Context: an optimization exercise on an open-source flow, tuned for small area. The choices shown serve that exercise and are no tape-out recipe.
Function was checked by simulation only, so behaviour that the tests miss may differ from the original.
The clock port is modelled as an ideal driver; clocking choices that lean on that would not hold on a real chip.
Power figures rest on the tool's default switching activity, not on a simulated workload.

<file path="config.mk">
export PLATFORM = sky130hd
export DESIGN_NAME = top_stopwatch
export DESIGN_NICKNAME = top_stopwatch
export VERILOG_FILES = /design/flow/design.v
export SDC_FILE = /design/flow/constraint.sdc
export NUM_CORES = 4
export LEC_CHECK = 0
export CAP_MARGIN = 20
export CORE_MARGIN = 2
export CORE_UTILIZATION = 80
export SLEW_MARGIN = 20
</file>
<file path="constraint.sdc">
create_clock -name core_clock -period 12.0 [get_ports {clk}]
set_input_delay 2.4000 -clock core_clock [delete_from_list [all_inputs] [get_ports {clk}]]
set_output_delay 2.4000 -clock core_clock [all_outputs]
set_load 0.01 [all_outputs]
</file>
<file path="design.v">
module btn_debounce (
    input  clk,
    input  reset,
    input  i_tick,
    input  i_btn,
    output o_new
);
    reg [3:0] q;
    wire n0 = (i_tick & ~i_btn) | (q[0] & ~i_tick) | (~q[0] & ~q[1] & ~q[3] & i_tick) | (q[0] & q[3]);
    wire n1 = (q[1] & ~i_tick) | (~q[0] & i_tick & i_btn);
    wire n2 = (q[2] & ~i_tick) | (q[1] & i_tick & i_btn);
    wire n3 = (q[3] & ~i_tick) | (q[2] & i_tick & i_btn);
    always @(posedge clk, posedge reset) begin
        if (reset)
            q <= 4'b0001;
        else
            q <= {n3, n2, n1, n0};
    end
    assign o_new = q[2] & q[1] & ~q[3];
endmodule
module top_stopwatch(
    input clk,
    input reset,
    input i_btn_run,
    input i_btn_clear,
    input [1:0] i_btn_add,
    input [1:0] i_sw_mode,
    output [3:0] fnd_comm,
    output [7:0] fnd_font,
    output [3:0] led
    );
    wire [6:0] wt_ms, sw_ms;
    wire [5:0] wt_s, wt_m, sw_s, sw_m;
    wire [4:0] wt_h, sw_h;
    wire ms99, wt_c1, st_clr, run_d, add_win;
    wire new_run, new_clear, new_add0, new_add1;
    timebase U_tb (.clk(clk), .reset(reset), .i_mode1(i_sw_mode[1]), .o_ms(wt_ms), .o_ms99(ms99), .o_c1(wt_c1), .o_add_win(add_win));
    btn_debounce U_Btn_RUN  (.clk(clk), .reset(reset), .i_tick(ms99), .i_btn(i_btn_run),    .o_new(new_run));
    btn_debounce U_Btn_CLEAR(.clk(clk), .reset(reset), .i_tick(ms99), .i_btn(i_btn_clear),  .o_new(new_clear));
    btn_debounce U_Btn_ADD0 (.clk(clk), .reset(reset), .i_tick(ms99), .i_btn(i_btn_add[0]), .o_new(new_add0));
    btn_debounce U_Btn_ADD1 (.clk(clk), .reset(reset), .i_tick(ms99), .i_btn(i_btn_add[1]), .o_new(new_add1));
    sw_ctl U_swc (.clk(clk), .reset(reset), .i_cs(~i_sw_mode[1]), .i_run(new_run & wt_c1), .i_clear(new_clear & wt_c1),
                  .o_clr(st_clr), .o_run_d(run_d));
    sw_cnt U_swn (.clk(clk), .reset(reset), .i_clr(st_clr), .i_tick(run_d), .o_ms(sw_ms), .o_s(sw_s), .o_m(sw_m), .o_h(sw_h));
    wt_cnt U_wtn (.clk(clk), .reset(reset), .i_c1(wt_c1), .i_add0(add_win & new_add0), .i_add1(add_win & new_add1),
                  .i_add2(add_win & new_clear), .o_s(wt_s), .o_m(wt_m), .o_h(wt_h));
    display U_disp (.clk(clk), .reset(reset), .i_mode(i_sw_mode), .i_scan(wt_ms[1] & wt_ms[0]),
                    .wt_ms(wt_ms), .wt_s(wt_s), .wt_m(wt_m), .wt_h(wt_h),
                    .sw_ms(sw_ms), .sw_s(sw_s), .sw_m(sw_m), .sw_h(sw_h),
                    .fnd_comm(fnd_comm), .fnd_font(fnd_font), .led(led));
endmodule
module timebase (
    input clk, input reset, input i_mode1,
    output reg [6:0] o_ms, output o_ms99, output reg o_c1, output reg o_add_win
);
    assign o_ms99 = o_ms[6] & o_ms[5] & o_ms[1] & o_ms[0];             
    wire   wrap   = o_ms[6] & o_ms[5] & (o_ms[2] | (o_ms[1] & o_ms[0]));  
    always @(posedge clk, posedge reset) begin
        if (reset) begin
            o_ms <= 7'd100;
            o_c1 <= 1'b0;
            o_add_win <= 1'b0;
        end else begin
            o_c1 <= o_ms99;                  
            o_add_win <= o_c1 & i_mode1;     
            o_ms <= wrap ? 7'd0 : o_ms + 7'd1;
        end
    end
endmodule
module sw_ctl (
    input clk, input reset, input i_cs, input i_run, input i_clear,
    output reg o_clr, output reg o_run_d
);
    reg st_run;
    always @(posedge clk, posedge reset) begin
        if (reset) begin
            st_run <= 1'b0;
            o_clr <= 1'b0;
            o_run_d <= 1'b0;
        end else begin
            o_run_d <= st_run;
            if (i_cs) begin
                st_run <= st_run ? !i_run : (!o_clr & i_run);
                o_clr <= !st_run & !o_clr & !i_run & i_clear;
            end
        end
    end
endmodule
module sw_cnt (
    input clk, input reset, input i_clr, input i_tick,
    output reg [6:0] o_ms, output reg [5:0] o_s, output reg [5:0] o_m, output reg [4:0] o_h
);
    reg c1, c2, c3;
    wire ms_last = o_ms[6] & o_ms[5] & o_ms[1] & o_ms[0];        
    wire s_last  = o_s[5] & o_s[4] & o_s[3] & o_s[1] & o_s[0];   
    wire m_last  = o_m[5] & o_m[4] & o_m[3] & o_m[1] & o_m[0];   
    wire h_last  = o_h[4] & o_h[2] & o_h[1] & o_h[0];            
    always @(posedge clk, posedge reset) begin
        if (reset) begin
            o_ms <= 0; o_s <= 0; o_m <= 0; o_h <= 0;
            c1 <= 0; c2 <= 0; c3 <= 0;
        end else begin
            c1 <= i_tick & ms_last;
            c2 <= c1 & s_last;
            c3 <= c2 & m_last;
            if (i_clr) begin
                o_ms <= 0; o_s <= 0; o_m <= 0; o_h <= 0;
            end else begin
                if (i_tick) o_ms <= ms_last ? 7'd0 : o_ms + 7'd1;
                if (c1) o_s <= s_last ? 6'd0 : o_s + 6'd1;
                if (c2) o_m <= m_last ? 6'd0 : o_m + 6'd1;
                if (c3) o_h <= h_last ? 5'd0 : o_h + 5'd1;
            end
        end
    end
endmodule
module wt_cnt (
    input clk, input reset, input i_c1, input i_add0, input i_add1, input i_add2,
    output reg [5:0] o_s, output reg [5:0] o_m, output reg [4:0] o_h
);
    reg c2, c3;
    wire s_inc = i_c1 | i_add0;
    wire m_inc = c2 | i_add1;
    wire h_inc = c3 | i_add2;
    wire s_last = o_s[5] & o_s[4] & o_s[3] & o_s[1] & o_s[0];
    wire m_last = o_m[5] & o_m[4] & o_m[3] & o_m[1] & o_m[0];
    wire h_last = ~o_h[4] & ~o_h[2] & o_h[1] & o_h[0];           
    always @(posedge clk, posedge reset) begin
        if (reset) begin
            o_s <= 0; o_m <= 0; o_h <= 5'd12;
            c2 <= 0; c3 <= 0;
        end else begin
            c2 <= s_inc & s_last;
            c3 <= m_inc & m_last;
            if (s_inc) o_s <= s_last ? 6'd0 : o_s + 6'd1;
            if (m_inc) o_m <= m_last ? 6'd0 : o_m + 6'd1;
            if (h_inc) o_h <= h_last ? 5'd12 : o_h + 5'd1;
        end
    end
endmodule
module display (
    input clk, input reset, input [1:0] i_mode, input i_scan,
    input [6:0] wt_ms, input [5:0] wt_s, input [5:0] wt_m, input [4:0] wt_h,
    input [6:0] sw_ms, input [5:0] sw_s, input [5:0] sw_m, input [4:0] sw_h,
    output [3:0] fnd_comm, output [7:0] fnd_font, output [3:0] led
);
    reg [2:0] sel;
    always @(posedge clk, posedge reset) begin
        if (reset)
            sel <= 3'd0;
        else if (i_scan)
            sel <= sel + 3'd1;
    end
    assign fnd_comm = ~(4'b0001 << sel[1:0]);
    wire k_mode0 = i_mode[0] & ~sel[2];
    wire k_sel1  = sel[1] & ~sel[2];
    wire k_sel0  = sel[0] | sel[2];
    reg  [6:0] val;
    always @(*) begin
        case ({i_mode[1], k_mode0, k_sel1})
            3'b000: val = sw_ms;
            3'b001: val = {1'b0, sw_s};
            3'b010: val = {1'b0, sw_m};
            3'b011: val = {2'b00, sw_h};
            3'b100: val = wt_ms;
            3'b101: val = {1'b0, wt_s};
            3'b110: val = {1'b0, wt_m};
            default: val = {2'b00, wt_h};
        endcase
    end
    wire [3:0] tens = val / 7'd10;
    wire [6:0] ones = val - tens * 7'd10;
    wire [3:0] digit = k_sel0 ? tens : ones[3:0];
    reg [7:0] seg;
    always @(*) begin
        case (digit)
            4'd0: seg = 8'hC0;
            4'd1: seg = 8'hF9;
            4'd2: seg = 8'hA4;
            4'd3: seg = 8'hB0;
            4'd4: seg = 8'h99;
            4'd5: seg = 8'h92;
            4'd6: seg = 8'h82;
            4'd7: seg = 8'hF8;
            4'd8: seg = 8'h80;
            default: seg = 8'h90;
        endcase
    end
    wire dot = (sel[1:0] == 2'b10) & ~digit[3] & ~(digit[2] & (digit[1] | digit[0]));
    assign fnd_font = sel[2] ? {~dot, 7'h7F} : seg;
    assign led = 4'b0001 << i_mode;
endmodule
</file>
<file path="flow/run.sh">
#!/bin/bash
# Own layout flow: the standard flow (standard.sh) with
#  - the standard synthesis script, but without mapping adders to adder cells
#    before ABC (ADDER_MAP_FILE empty, no Kogge-Stone carry map), so that ABC
#    optimises the counters' incrementers with the rest of the logic, and ABC
#    run with area-oriented scripts
#    (flow/abc_*.abc) instead of ORFS's speed script: each is tried in its own
#    folder and the one giving the smallest cell area is kept; the registers
#    are the standard synthesis's, ABC maps only the logic between them;
#  - port buffers of the smallest buffer (buf_1) instead of the default;
#  - clock tree options from flow/cts_args.txt (no dummy loads), and its
#    buffers then downsized while clock pin slews stay low (flow/post_cts.tcl).
# Each tool's output goes to a log file in the work folder.
set -euo pipefail
W=$(pwd)
F=$W/flow

make_variant() {   # $1 = abc script, $2 = work home, $3 = output script name
  { sed "s#@ABC_SCRIPT@#$1#" "$F/abc_override.tcl"; cat "$W/synth_recipe.tcl"; } > "$W/$3.tcl"
  local extra="SYNTH_SCRIPT=$W/$3.tcl ADDER_MAP_FILE= 'SYNTH_OPERATIONS_ARGS=-no-rw-check'"
  extra="$extra 'BUFFER_PORTS_ARGS=-buffer_cell sky130_fd_sc_hd__buf_1'"
  extra="$extra 'CTS_ARGS=$(cat "$F/cts_args.txt")' POST_CTS_TCL=$F/post_cts.tcl"
  sed -e "s#SYNTH_SCRIPT=[^ ]*#$extra#" -e "s#WORK_HOME=[^ ]*#WORK_HOME=$2#" "$W/standard.sh" > "$W/$3.sh"
}

# try each ABC script
best=""; best_area=""
# at most NUM_CORES tries at a time
jobs_max=${NUM_CORES:-4}
for s in "$F"/abc_*.abc; do
  k=$(basename "$s" .abc)
  make_variant "$s" "$W/try_$k" "synth_$k"
  while (( $(jobs -rp | wc -l) >= jobs_max )); do sleep 1; done
  (bash "$W/synth_$k.sh" synth > "$W/log_synth_$k.txt" 2>&1 || true) &
done
wait || true
for s in "$F"/abc_*.abc; do
  k=$(basename "$s" .abc)
  st="$W/try_$k/reports/$FLOW_PLATFORM/top_stopwatch/base/synth_stat.txt"
  [[ -f $st ]] || continue
  a=$(grep "Chip area for module" "$st" | tail -1 | awk '{print $NF}')
  echo "$k $a" >> "$W/log_synth_areas.txt"
  if [[ -z $best_area ]] || awk -v a="$a" -v b="$best_area" 'BEGIN{exit !(a < b)}'; then
    best=$s; best_area=$a
  fi
done
echo "best: $best $best_area" >> "$W/log_synth_areas.txt"
[[ -n $best ]]

make_variant "$best" "$W/orfs" "own_standard"
# the kept synthesis is run again in the real work home: copy the chosen try
k=$(basename "$best" .abc)
cp -a "$W/try_$k/." "$W/orfs/"
rm -rf "$W"/try_abc_*
bash "$W/own_standard.sh" finish > "$W/log_layout.txt" 2>&1
</file>
<file path="flow/abc_1.abc">
strash
&get -n
&deepsyn -T 30
&put
strash
dch -f
map -a
topo
strash
&get -n
&dch -f
&nf -R 1000
&put
</file>
<file path="flow/abc_10.abc">
strash
&get -n
&deepsyn -T 30 -S 6
&put
strash
&get -n
&dch -f
&nf -R 1000 -p -a -A 4
&put
</file>
<file path="flow/abc_11.abc">
strash
&get -n
&deepsyn -T 30 -S 7
&put
strash
&get -n
&dch -f
&nf -R 1000 -p -a -A 4
&put
</file>
<file path="flow/abc_12.abc">
strash
ifraig
scorr
dc2
strash
&get -n
&deepsyn -T 60 -S 3
&put
strash
dch -f
map -a
topo
strash
&get -n
&dch -f
&nf -R 1000 -p -C 32 -F 8
&put
</file>
<file path="flow/abc_2.abc">
strash
ifraig
scorr
dc2
strash
&get -n
&deepsyn -T 30
&put
&get -n
&dch -f
&nf -R 1000
&put
</file>
<file path="flow/abc_3.abc">
strash
&get -n
&deepsyn -T 30 -S 4
&put
strash
dch -f
map -a
topo
strash
&get -n
&dch -f
&nf -R 1000
&put
</file>
<file path="flow/abc_4.abc">
strash
&get -n
&deepsyn -T 30 -S 1
&put
strash
dch -f
map -a
topo
strash
&get -n
&dch -f
&nf -R 1000
&put
</file>
<file path="flow/abc_5.abc">
strash
&get -n
&deepsyn -T 30 -S 1
&put
strash
&get -n
&dch -f
&nf -R 1000 -p -a -A 4
&put
</file>
<file path="flow/abc_6.abc">
strash
&get -n
&deepsyn -T 30 -S 4
&put
strash
dch -f
map -a
topo
strash
&get -n
&dch -f
&nf -R 1000 -p -C 32 -F 8
&put
</file>
<file path="flow/abc_7.abc">
strash
&get -n
&deepsyn -T 30 -S 4
&put
strash
&get -n
&dch -f
&nf -R 1000 -p -a -A 4
&put
</file>
<file path="flow/abc_8.abc">
strash
ifraig
scorr
dc2
strash
&get -n
&deepsyn -T 30 -S 2
&put
strash
dch -f
map -a
topo
strash
&get -n
&dch -f
&nf -R 1000 -p
&put
</file>
<file path="flow/abc_9.abc">
strash
&get -n
&deepsyn -T 30 -S 5
&put
strash
&get -n
&dch -f
&nf -R 1000 -p -a -A 4
&put
</file>
<file path="flow/abc_override.tcl">
# Run ABC with an area-oriented script in place of the one ORFS chose.
proc abc {args} {
  set i [lsearch -exact $args -script]
  if {$i >= 0} {
    set args [lreplace $args [expr {$i + 1}] [expr {$i + 1}] {@ABC_SCRIPT@}]
  }
  yosys abc {*}$args
}
</file>
<file path="flow/cts_args.txt">
-sink_clustering_enable -repair_clock_nets -dont_use_dummy_load -buf_list sky130_fd_sc_hd__clkbuf_8
</file>
<file path="flow/post_cts.tcl">
proc clk_pin_worst_slew {} {
  set worst 0
  foreach pin [get_pins -hierarchical */CLK] {
    foreach p {slew_max_rise slew_max_fall} {
      set s [get_property $pin $p]
      if {$s > $worst} { set worst $s }
    }
  }
  return $worst
}

proc downsize_clock_buffers {target} {
  set sizes {sky130_fd_sc_hd__clkbuf_1 sky130_fd_sc_hd__clkbuf_2 sky130_fd_sc_hd__clkbuf_4
             sky130_fd_sc_hd__clkbuf_8 sky130_fd_sc_hd__clkbuf_16}
  estimate_parasitics -placement
  foreach inst [[ord::get_db_block] getInsts] {
    set name [$inst getName]
    if {![string match "clkbuf_*" $name]} continue
    set i [lsearch -exact $sizes [[$inst getMaster] getName]]
    if {$i <= 0} continue
    for {set j [expr {$i - 1}]} {$j >= 0} {incr j -1} {
      set cur [[$inst getMaster] getName]
      replace_cell [get_cells $name] [lindex $sizes $j]
      estimate_parasitics -placement
      if {[clk_pin_worst_slew] > $target} {
        replace_cell [get_cells $name] $cur
        estimate_parasitics -placement
        break
      }
    }
  }
  puts "clock buffers downsized; worst clock pin slew [clk_pin_worst_slew] ns"
}

downsize_clock_buffers 0.115
</file>
<file path="standard.sh">
#!/bin/bash
# synth_recipe.tcl (not shown) runs the flow's synth.tcl, then flattens the netlist and writes it again
# the make line also repeats each setting of config.mk as NAME=value (left out here)
make -C /OpenROAD-flow-scripts/flow DESIGN_CONFIG=/design/flow/config.mk WORK_HOME=/design/flow/orfs CLKGATE_MAP_FILE= SYNTH_SCRIPT=/design/flow/synth_recipe.tcl "${@:-finish}"
</file>
==> reports/metrics.csv, run 1 <==
metric,value,unit
outcome,no timing/DRC/antenna violations,
largest net degree at the start of global routing,78,
antenna violations before repair,0,
critical path cell sequence,buf_1 > nor3_1 > a221oi_1 > nand3_1 > a221oi_1 > a21oi_1 > or2_0 > nand2_1 > nand2_1 > and2_0 > nand2_1 > o21ai_0 > nor2_1 > o21ai_0 > o21ai_0 > a31o_1 > nand2_1 > nand2_1 > o22a_1 > nor2_1 > or2_0 > nor2_1 > a21o_1 > buf_1,
HPWL Detailed,6138,um
n_diodes,0,
Worst EP required,9600,ps
number of synthesized flops with an enable pin,0,
worst-margin pin slew,919.9,ps
Max Cap Viol,0,
cell row count,24,
synthesized area per cell,9.709,um2
Area Overhead vs Synth,7.280,%
Tot GR Track Use,0.3999,
Syn. warnings,6,
clock-pin transition on the worst setup and hold timing paths,90,ps
post-synth net total,378,
clk_skew,49.04,ps
type of origin of the critical path,primary input,
#FFs+latches synth,77,
total wire length,9357,um
Overflow after GRT,0,
Residual DRC,0,
leading area contributor after synthesis,dfrtp_1,
"Distinct cells, synth",35,
Final Setup Violations,0,
Int Pwr,0.3132,mW
Post-Syn Area,0.003592,mm2
Max Fclk,111.1,MHz
Worst setup EP type,output port,
post-route ant nets,0,
Sw Ratio,0.2391,
Clk network pwr share,0.325,
DRT iter0 DRCs,395,
pre-CTS WS,3135,ps
CP most frequent cell,nand2_1,
Crit Path Max Fanout,10,
Skew-Pair Late Insertion Delay,830,ps
sequential fraction of the synthesis area,0.5395,
worst rel slew slack,0.3867,
min Tclk post-route,9000,ps
clock tree from TritonCTS,done,
vias in the first global route,3067,
# fillers,203,
Synth Flop Type,dfrtp_1,
Initial Utilization,0.8250,
area occupied by registers,0.001938,mm2
critical setup path kind,in -> out,
Chip Width,71.01,um
Die Ht,71.01,um
combinational share of power,0.045,
P per Cell Area,106.8,mW/mm2
final hold vios,0,
via count,3236,
layout cell share with drive strength beyond 1,0.04950,
Port Buf Inserts,23,
Setup TNS Final,0,ps
core area,0.004354,mm2
sw power,0.09839,mW
DR WL/cell,20.52,um
Pleak,1.761,nW
"Period Utilization, post-route",0.7500,
vias per cell,7.096,
Max stage delay on crit path,700,ps
crit path max-delay cell type,nor3_1,
Synth Instances,370,
most common library cells after synthesis,"dfrtp_1 (68), nor2_1 (46), a21oi_1 (39), nand2_1 (36), and3_1 (18)",
min-delay worst type,reg -> reg,
Critical Path AT,6600,ps
clock sink count,77,
first-pass GRT wire length,15300,um
maximum vdd drop,0.1076,mV
"FFs w/ async S/R, synth",1.000,
GPL Wtd Cong,0.9120,
First-pass DRT Iterations,7,
Final WS setup,3000,ps
largest cells by area after synthesis,"dfrtp_1 (47%), dfstp_2 (6.6%), a21oi_1 (5.4%)",
multi-input logic area,0.001620,mm2
Nets,414,
top-count cell post-synth,dfrtp_1,
final max-slew violation count,0,
total die area,0.005042,mm2
Seq pwr share,0.630,
I/O Pins,24,
RSZ-0062 raised after global routing,false,
post-synth top area share,0.4737,
-- per-stage QoR --
stage / power (mW) / hold slack, ps / area (um2) / instances / utilization
after floorplan: 0.2771 / 371.1 / 3592 / 370 / -
after global placement: 0.2818 / 383.5 / 3759 / 447 / 0.8632
after detailed placement: 0.2824 / 424.4 / 3759 / 447 / 0.8632
after global routing: 0.4206 / 452.6 / 3854 / 456 / 0.8851
final: 0.4115 / 451.7 / 3854 / 456 / 0.8851
-- worst paths after layout --
path	start	to	slack [ps]	cells after the start
max in group asynchronous	reset	U_Btn_ADD1.q[2]	9510	3
min in group asynchronous	reset	U_wtn.o_s[1]	1870	3
setup reg to reg	U_tb.o_ms[0]	U_Btn_CLEAR.q[2]	9890	6
setup / recovery	i_sw_mode[1]	fnd_font[2]	3000	24
hold / removal	U_swc.st_run	U_swc.o_run_d	450	0
hold reg to reg	U_swc.st_run	U_swc.o_run_d	450	0
-- layout make-up --
cell class	instances	share of cell area
clock buffer	9	0.02468
inverter	9	0.008766
multi-input combinational	284	0.4205
sequential	77	0.5029
tap	52	0.01688
timing repair buffer	25	0.02630
-- power by group through the flow --
| stage | clock, mW | combinational (mW) | sequential, mW |
|---|---|---|---|
| 2_1_floorplan | 0 | 0.0126 | 0.264 |
| 5_1_grt | 0.140 | 0.0211 | 0.259 |
| 3_5_place_dp | 0 | 0.0180 | 0.264 |
| 3_3_place_gp | 0 | 0.0174 | 0.264 |
| 6_report | 0.134 | 0.0185 | 0.259 |
-- state kept, by name (all words and copies together), names as in the netlist, 3 cells and up --
| name | cells |
|---|---|
| U_swn.o_ms | 7 |
| U_wtn.o_h | 5 |
| U_wtn.o_s | 6 |
| U_Btn_ADD1.q | 4 |
| U_disp.sel | 3 |
| U_wtn.o_m | 6 |
| U_Btn_ADD0.q | 4 |
| U_swn.o_m | 6 |
| U_Btn_CLEAR.q | 4 |
| U_swn.o_h | 5 |
| U_Btn_RUN.q | 4 |
| U_tb.o_ms | 7 |
| U_swn.o_s | 6 |
-- critical path: cells and delay by family --
| family | cells | cell delay [ps] |
|---|---|---|
| AO/OA/AOI/OAI | 9 | 1800 |
| buffers and inverters | 2 | 320 |
| AND/OR/NAND/NOR | 13 | 2100 |
-- cells by family (layout without fill, tap and decap cells) --
| kind of cell | Yosys count | after routing | synth area share |
|---|---|---|---|
| AO/OA/AOI/OAI | 111 | 111 | 0.2020 |
| XOR/XNOR | 13 | 13 | 0.03170 |
| buffers and inverters | 9 | 43 | 0.009404 |
| flip-flops | 77 | 77 | 0.5395 |
| multiplexers | 2 | 2 | 0.006269 |
| AND/OR/NAND/NOR | 158 | 158 | 0.2111 |
-- cells in the final DEF (no fill, tap or decap), types with 3 or more instances in the layout --
cell	count
clkinv_1	8
xor2_1	5
xnor2_1	8
nor2b_1	5
nor2_1	46
a22o_1	9
a21oi_1	39
clkbuf_4	3
o21ai_0	17
nand2_1	36
nand3_1	10
buf_1	23
dfrtp_1	68
and3_1	18
nand2b_1	5
o21bai_1	9
and2_0	9
and4_1	3
dfstp_2	9
a31oi_1	4
o22ai_1	3
o21a_1	4
a22oi_1	6
a221oi_1	3
or2_0	8
clkbuf_8	5
a222oi_1	9
nor3_1	16
-- metal layers --
| metal | track usage | up-vias | part of all wire |
|---|---|---|---|
| li1 | - | 1419 | - |
| met1 | 0.5190 | 1540 | 0.38 |
| met2 | 0.6417 | 224 | 0.49 |
| met3 | 0.1182 | 53 | 0.088 |
| met4 | 0.1593 | 0 | 0.043 |
| met5 | 0 | - | 0 |
==> run 2, diff against run 1 <==
--- a/config.mk
+++ b/config.mk
@@ -7,5 +7,5 @@
 export LEC_CHECK = 0
 export CAP_MARGIN = 20
 export CORE_MARGIN = 2
-export CORE_UTILIZATION = 80
+export CORE_UTILIZATION = 75
 export SLEW_MARGIN = 20
==> reports/metrics.csv, run 2 <==
metric,value,unit,change
outcome,no timing/DRC/antenna violations,,
Synth Instances,370,,unchanged
min Tclk post-route,9045,ps,+44.93 ps
Chip Width,73.21,um,+3.1%
Syn. warnings,6,,unchanged
Total Power,0.4002,mW,-2.8%
mux cell area share after synthesis,0.006270,,unchanged
Crit Path Max Fanout,10,,unchanged
type of origin of the critical path,primary input,,
Setup TNS Final,0,ps,unchanged
antenna violations before repair,0,,unchanged
"most common cell after layout, fill and taps aside",dfrtp_1,,
clock-pin transition on the worst setup and hold timing paths,110,ps,+20 ps
#FFs+latches synth,77,,unchanged
largest cells by area after synthesis,"dfrtp_1 (47%), dfstp_2 (6.6%), a21oi_1 (5.4%)",,
Final Setup Violations,0,,unchanged
placed cell areas,0.003761,mm2,about the same
post-synth net total,378,,unchanged
most common library cells after synthesis,"dfrtp_1 (68), nor2_1 (46), a21oi_1 (39), nand2_1 (36), and3_1 (18)",,
top-count cell post-synth,dfrtp_1,,
core area,0.004661,mm2,+7.0%
worst-margin pin slew,915.6,ps,-4.241 ps
"FFs w/ async S/R, synth",1.000,,unchanged
Synth Flop Type,dfrtp_1,,
clock tree from TritonCTS,done,,
vias in the first global route,2682,,-13%
largest net degree at the start of global routing,78,,unchanged
Max Cap Viol,0,,unchanged
Largest regs,"U_swn.o_ms x7, U_tb.o_ms x7",,
Worst setup EP type,output port,,
via count,3009,,-7.0%
Nets,414,,unchanged
Die Ht,73.21,um,+3.1%
Max Fclk,110.6,MHz,-0.50%
post-route ant nets,0,,unchanged
clock sink count,77,,unchanged
sequential fraction of the synthesis area,0.5395,,unchanged
Synth Area in Adders,0,,unchanged
layout cell share with drive strength beyond 1,0.04950,,unchanged
total wire length,8083,um,-14%
min-delay worst type,reg -> reg,,
number of synthesized flops with an enable pin,0,,unchanged
total die area,0.005359,mm2,+6.3%
final max-slew violation count,0,,unchanged
GPL Wtd Cong,0.9351,,+2.5%
Area Overhead vs Synth,7.001,%,
Overflow after GRT,0,,unchanged
simple-gate area share of the yosys netlist,0.2111,,unchanged
critical setup path kind,in -> out,,
worst rel slew slack,0.3896,,+0.002827
Post-Syn Area,0.003592,mm2,unchanged
P per Cell Area,104.1,mW/mm2,-2.5%
I/O Pins,24,,unchanged
main combinational cell family by area after synthesis,simple AND/OR/NAND/NOR gates,,
leading area contributor after synthesis,dfrtp_1,,
synthesized area per cell,9.709,um2,unchanged
First-pass DRT Iterations,6,,-1
Min Hold Slack,371.2,ps,-80.46 ps
post-synth top area share,0.4737,,unchanged
Tot GR Track Use,0.3271,,-0.07284
RSZ-0062 raised after global routing,false,,
Critical Path AT,6640,ps,+40 ps
HPWL Detailed,5658,um,-7.8%
Skew-Pair Late Insertion Delay,780,ps,-50 ps
DR WL/cell,17.65,um,-14%
Pleak,1.756,nW,-0.29%
DRT iter0 DRCs,269,,-32%
final hold vios,0,,unchanged
n_diodes,0,,unchanged
maximum vdd drop,0.1055,mV,-2.0%
Residual DRC,0,,unchanged
post-route cell area,0.003844,mm2,-0.26%
Port Buf Inserts,23,,unchanged
Worst EP required,9600,ps,about the same
xor/xnor share of the synthesized area,0.03170,,unchanged
"Distinct cells, synth",35,,unchanged
vias per cell,6.570,,-7.4%
"Period Utilization, post-route",0.7537,,+0.003744
Synth Area in Compound Gates,0.2020,,unchanged
most frequent cells in the layout,"dfrtp_1 (68), nor2_1 (46), a21oi_1 (39)",,
cell row count,25,,+4.2%
clk_skew,41.15,ps,-7.888 ps
first-pass GRT wire length,13020,um,-15%
Initial Utilization,0.7707,,-0.05426
run 2: cell count changes in the layout (fill, tap and decap cells not counted):
cell,before,now
clkbuf_4,3,5
clkbuf_8,5,3
run 2: where the power goes:
group          leakage [nW]  internal, mW  switching (mW)
clock network        0.0458        0.0423          0.0802
registers              1.01         0.259               0
logic                 0.702       0.00435          0.0140
total                  1.76         0.306          0.0942
run 2: worst paths after layout:
kind | start | endpoint | slack (ps) | depth (start not counted)
worst min register to register | U_swc.st_run | U_swc.o_run_d | 370 | 0
max in group asynchronous | reset | U_wtn.o_m[1] | 9490 | 3
min in group asynchronous | reset | U_Btn_RUN.q[1] | 1890 | 3
worst min-delay path | U_swc.st_run | U_swc.o_run_d | 370 | 0
worst max register to register | U_tb.o_ms[0] | U_Btn_CLEAR.q[3] | 9980 | 6
worst max-delay path | i_sw_mode[1] | fnd_font[2] | 2960 | 24
run 2: final cells by class:
| type | count | area, um2 |
|---|---|---|
| multi-input cells | 284 | 1620 |
| repair buffers | 25 | 101.3 |
| flip-flops and latches | 77 | 1938 |
| inverters | 9 | 33.78 |
| clock buffers | 9 | 82.58 |
| well taps | 54 | 67.56 |
| fillers | 287 | 817.0 |
run 2: metrics by stage:
step	util	std cells	worst slack, ps
5_1_grt	0.8247	458	2564
6_report	0.8247	458	2955
2_1_floorplan	-	370	3913
3_3_place_gp	0.8070	449	3278
3_5_place_dp	0.8070	449	3111
run 2: worst max-delay path, stage by stage:
cell and delay [ps]:
buf_1 210, nor3_1 710, a221oi_1 180, nand3_1 130, a221oi_1 50, a21oi_1 210
or2_0 240, nand2_1 80, nand2_1 70, and2_0 160, nand2_1 60, o21ai_0 160
nor2_1 70, o21ai_0 380, o21ai_0 140, a31o_1 260, nand2_1 80, nand2_1 70
o22a_1 200, nor2_1 230, or2_0 210, nor2_1 60, a21o_1 160, buf_1 120
run 2: layer usage:
layer / share of wire / routed length, um / vias up / global-route usage
met5: 0 / 0 / - / 0
met4: 0.021 / 169 / 0 / 0.1276
met3: 0.053 / 428 / 18 / 0.05110
met2: 0.49 / 3945 / 107 / 0.5225
met1: 0.44 / 3539 / 1466 / 0.4537
li1: - / - / 1418 / -
run 2: logic make-up (layout without fill, tap and decap cells):
group | after synthesis | count (layout)
flip-flops | 77 | 77
AO/OA/AOI/OAI | 111 | 111
multiplexers | 2 | 2
buffers and inverters | 9 | 43
XOR/XNOR | 13 | 13
AND/OR/NAND/NOR | 158 | 158

==> what the ideal ports hide <==
How much do the figures lean on ideal ports? The routed layouts below were timed once more, with nothing changed but the port constraints.
Step 1 (the two cells are an assumption about what drives the block):
set clk [get_ports {clk}]
set_driving_cell -lib_cell sky130_fd_sc_hd__clkbuf_16 $clk
set_driving_cell -lib_cell sky130_fd_sc_hd__buf_2 [delete_from_list [all_inputs] $clk]
Step 2 adds t to the input delays and takes it off the output delays; t is the mean of the earliest and latest rising clock arrival at the registers after step 1. Input paths then give back, and output paths get back, about the clock's delay inside the block.
Slacks: no drivers / after step 1 / after step 2; pairs: no drivers / after step 1.
run	t, ns	slack for setup (ns)	worst hold slack (ns)	worst setup path at the end
run 1	0.833	3.000 / 2.976 / 2.976	0.452 / 0.452 / 0.452	input to output
run 2	0.786	2.955 / 2.931 / 2.931	0.371 / 0.371 / 0.371	input to output
After both steps every run listed still meets setup and hold.
